What follows belongs to an exercise in optimizing a design on an open flow for small area, a short achievable clock period and few clock cycles per item; a production flow would make more cautious choices. Where RTL was checked, it was by simulation tests only, not by an equivalence proof against the original.

## violet
## multiplier
module multiplier(
    input clk,
    input logic valid_in,
    input logic[31:0] a,
    input logic[31:0] b,
    output logic valid_out,
    output logic[63:0] r
);
For scale: about 2,800 cells after synthesis, ~130 I/O pins, ~0.028 mm2 of cells after synthesis.
export LEC_CHECK = 0
export ABC_CLOCK_PERIOD_IN_PS = 3000
export CAP_MARGIN = 20
export CORE_MARGIN = 2
export CORE_UTILIZATION = 60
export SETUP_SLACK_MARGIN = 2.5
export SLEW_MARGIN = 20
create_clock -name core_clock -period 8.0 [get_ports {clk}]
standard.sh (not shown) runs the stock make flow with config.mk's settings and CLKGATE_MAP_FILE= SYNTH_SCRIPT=/design/flow/synth_recipe.tcl, a recipe that flattens the netlist after the stock synthesis.
==> flow/flow/run.sh <==
#!/bin/bash
# The standard layout, with two changes to how it is made:
# - Yosys's generic abc pass in synth's fine stage is skipped (SYNTH_ARGS=-noabc)
#   so that extract_fa maps the RTL's carry-save full adders to adder cells
#   without inverters between them; the final abc mapping is unchanged.
# - every input and output port is still buffered, but with sky130_fd_sc_hd__buf_4
#   instead of the slow delay buffer buffer_ports picks by default.
set -euo pipefail
cd "$(dirname "$0")/.."
bash standard.sh SYNTH_ARGS=-noabc "BUFFER_PORTS_ARGS=-buffer_cell sky130_fd_sc_hd__buf_4" finish > standard_make.log 2>&1
Testbench counts of violet, summed over its fixed seeds: cycles 16,000, items 16,000.
Changes in xenon relative to violet:
--- a/flow/design.v
+++ b/flow/design.v
@@ -4414,18 +4414,24 @@
     assign s2201 = p1119 ^ s2079 ^ c2078;
     assign c2202 = (p1119 & s2079) | (p1119 & c2078) | (s2079 & c2078);
     assign s2203 = ns1120 ^ p1152 ^ c2080;
     assign c2204 = (ns1120 & p1152) | (ns1120 & c2080) | (p1152 & c2080);
     assign x = {s2203, c2200, s2199, c2196, c2194, s2193, c2190, c2188, c2186, c2184, s2183, c2180, c2178, c2176, c2174, c2172, c2170, c2168, s2167, c2164, c2162, c2160, c2158, c2156, c2154, c2152, c2150, c2148, c2146, c2144, c2142, c2140, c2138, c2136, c2134, c2132, c2130, c2128, c2126, c2124, c2122, c2120, c2118, c2116, c2114, c2112, c2110, c2108, c2106, c2104, c2102, c2100, c2098, c2096, c2094, c2092, c2090, c2088, c2086, c2084, c2082, p39, p38, neg3};
     assign y = {c2202, s2201, c2198, s2197, s2195, c2192, s2191, s2189, s2187, s2185, c2182, s2181, s2179, s2177, s2175, s2173, s2171, s2169, c2166, s2165, s2163, s2161, s2159, s2157, s2155, s2153, s2151, s2149, s2147, s2145, s2143, s2141, s2139, s2137, s2135, s2133, s2131, s2129, s2127, s2125, s2123, s2121, s2119, s2117, s2115, s2113, s2111, s2109, s2107, s2105, s2103, s2101, s2099, s2097, s2095, s2093, s2091, s2089, s2087, s2085, s2083, s2081, 1'b0, p37};
-    logic [63:0] xr, yr;
+    wire [16:0] lo;
+    assign lo = {1'b0, x[15:0]} + {1'b0, y[15:0]};
+    logic [16:0] lr;
+    logic [63:16] xr, yr;
     logic v;
     always_ff @(posedge clk) begin
         if (valid_in) begin
-            xr <= x;
-            yr <= y;
+            lr <= lo;
+            xr <= x[63:16];
+            yr <= y[63:16];
             v <= 1'b1;
         end
     end
     assign valid_out = v;
-    assign r = xr + yr;
+    wire [48:0] hi;
+    assign hi = {xr, lr[16]} + {yr, lr[16]};
+    assign r = {hi[48:1], lr[15:0]};
 endmodule
[summary]
Die size: xenon is under violet. Post-synthesis compound-gate area fraction essentially unchanged between violet and xenon. xenon vs. violet: cell row count went down, cell count of the worst hold path went up, initial antenna violation count went up, clock-cell share of area did not really move. Compared with violet, in xenon number of well taps down 1.3%, worst hold slack after final layout up 120 ps, minimum setup slack in the final design flat, core utilization up 0.39 points. In the reports for xenon and violet, the smaller average wire per standard cell belongs to xenon. xenon: wire length of the first global-routing pass 5.3% below violet.
The RTL of xenon was laid out without a check of its function.

---

Setup of rev 12:
The RTL this note starts from:
==> flow/design.v <==
module multiplier(
    input clk,
    input logic valid_in,
    input logic[31:0] a,
    input logic[31:0] b,
    output logic valid_out,
    output logic[63:0] r
);
    logic [31:0] A, B;
    logic v;
    always_ff @(posedge clk) begin
        if (valid_in) begin
            A <= a;
            B <= b;
            v <= 1'b1;
        end
    end
    assign valid_out = v;
    assign r = {32'b0, A} * {32'b0, B};
endmodule
clock: 8.0 ns
lec_check: 0
cap_margin: 20
core_margin: 2
core_utilization: 40
slew_margin: 20
run.sh (not shown) runs the stock make flow with config.mk's settings and CLKGATE_MAP_FILE= SYNTH_SCRIPT=/design/flow/synth_recipe.tcl, a recipe that flattens the netlist after the stock synthesis.
Stock flow here: none of the scripts above is used.
Rev 12: complete, dirty (negative setup slack)
The following lists how rev 13 was set up differently from rev 12:
==> flow/design.v <==
module multiplier(
    input clk,
    input logic valid_in,
    input logic[31:0] a,
    input logic[31:0] b,
    output logic valid_out,
    output logic[63:0] r
);
    localparam int K  = 4;
    localparam int NC = 32 / K;
    localparam int CW = $clog2(NC + 1);
    logic [31:0] A, B;
    logic [63:0] acc;
    logic [CW-1:0] cnt;
    logic [NC-1:0] za, zb, pa, pb;
    logic [CW-1:0] na, nb;
    logic swap;
    always_comb begin
        for (int i = 0; i < NC; i++) begin
            za[i] = |a[i*K +: K];
            zb[i] = |b[i*K +: K];
        end
        pa[NC-1] = za[NC-1];
        pb[NC-1] = zb[NC-1];
        for (int i = NC - 2; i >= 0; i--) begin
            pa[i] = pa[i+1] | za[i];
            pb[i] = pb[i+1] | zb[i];
        end
        na = '0;
        nb = '0;
        for (int i = 0; i < NC; i++) begin
            na = na + CW'(pa[i]);
            nb = nb + CW'(pb[i]);
        end
        swap = |(pa & ~pb);
    end
    logic [K-1:0] chunk;
    assign chunk = A[(cnt - 1'b1) * K +: K];
    always_ff @(posedge clk) begin
        if (valid_in) begin
            A   <= swap ? b : a;
            B   <= swap ? a : b;
            cnt <= swap ? nb : na;
            acc <= '0;
        end else if (cnt != 0) begin
            acc <= (acc << K) + chunk * B;
            cnt <= cnt - 1'b1;
        end
    end
    assign valid_out = (cnt == 0);
    assign r = acc;
endmodule
Rev 13: no failed stages, no open violations at the end. Rev 12 → rev 13: count of clock-buffer cells in the layout went up by 8; mean instance size in the synthesized netlist picked up an extra about 1.6%; worst path required time rose 1.87 ns. Capture point of the worst path: acc[54]$_SDFFE_PP0N_ -> rev 13, r[50] -> rev 12. Of the two values seen for class of the tightest hold or removal check, register to register was produced by rev 13 and input port to register by rev 12. In the tables for rev 13 and rev 12, number of placement rows reads lower with rev 13. Layout overhead on the synthesized area ends up higher on rev 12. Re fraction of the mapped netlist area in adder cells: rev 13 and rev 12 aren't equal, and the lower value belongs to rev 13. Against rev 12, rev 13 comes in 26% higher on distinct cell type count of the synthesized netlist. From rev 12 to rev 13 the numbers moved as follows: setup slack picked up an extra 2.44 ns, synthesized area lost 24,000 um2, final-layout clock-cell area share picked up an extra 3.6 points, average via count per standard cell picked up an extra 0.20. Relative to rev 12, global-route total usage across every layer has decreased by 4.0 points in rev 13. The count of mapped cells out of synthesis of rev 13 is lower than that of rev 12.
No functional check of the RTL was part of any run of this note.

[separate check: timing with driven ports]
The results above use ideal ports. As a check the final layouts listed here were re-extracted and re-timed, cells and wires unchanged.
Step 1, drivers: a clkbuf_16 drives clk and a buf_2 each remaining input, both assumed.
Step 2, shift: input delay + t, output delay - t, t = (earliest + latest rising clock arrival at the registers) / 2. This alone moves slack from input paths to output paths.
Slacks: ideal ports / drivers / drivers and shift; pairs: ideal ports / drivers.
| run | shift t [ns] | setup slack, ns | slew at the worst register clock pin (ns) |
|---|---|---|---|
| violet | 0.535 | 2.489 / 2.530 / 1.995 | 0.08 / 0.08 |
| xenon | 0.550 | 2.489 / 2.460 / 1.925 | 0.06 / 0.06 |
| rev 12 | 0.461 | -1.520 / -1.581 / -1.120 | 0.09 / 0.09 |
| rev 13 | 0.474 | 0.923 / 0.923 / 0.923 | 0.07 / 0.07 |
For xenon, which loses most, drivers alone change the setup slack by -0.029 ns; drivers and shift together by -0.564 ns.
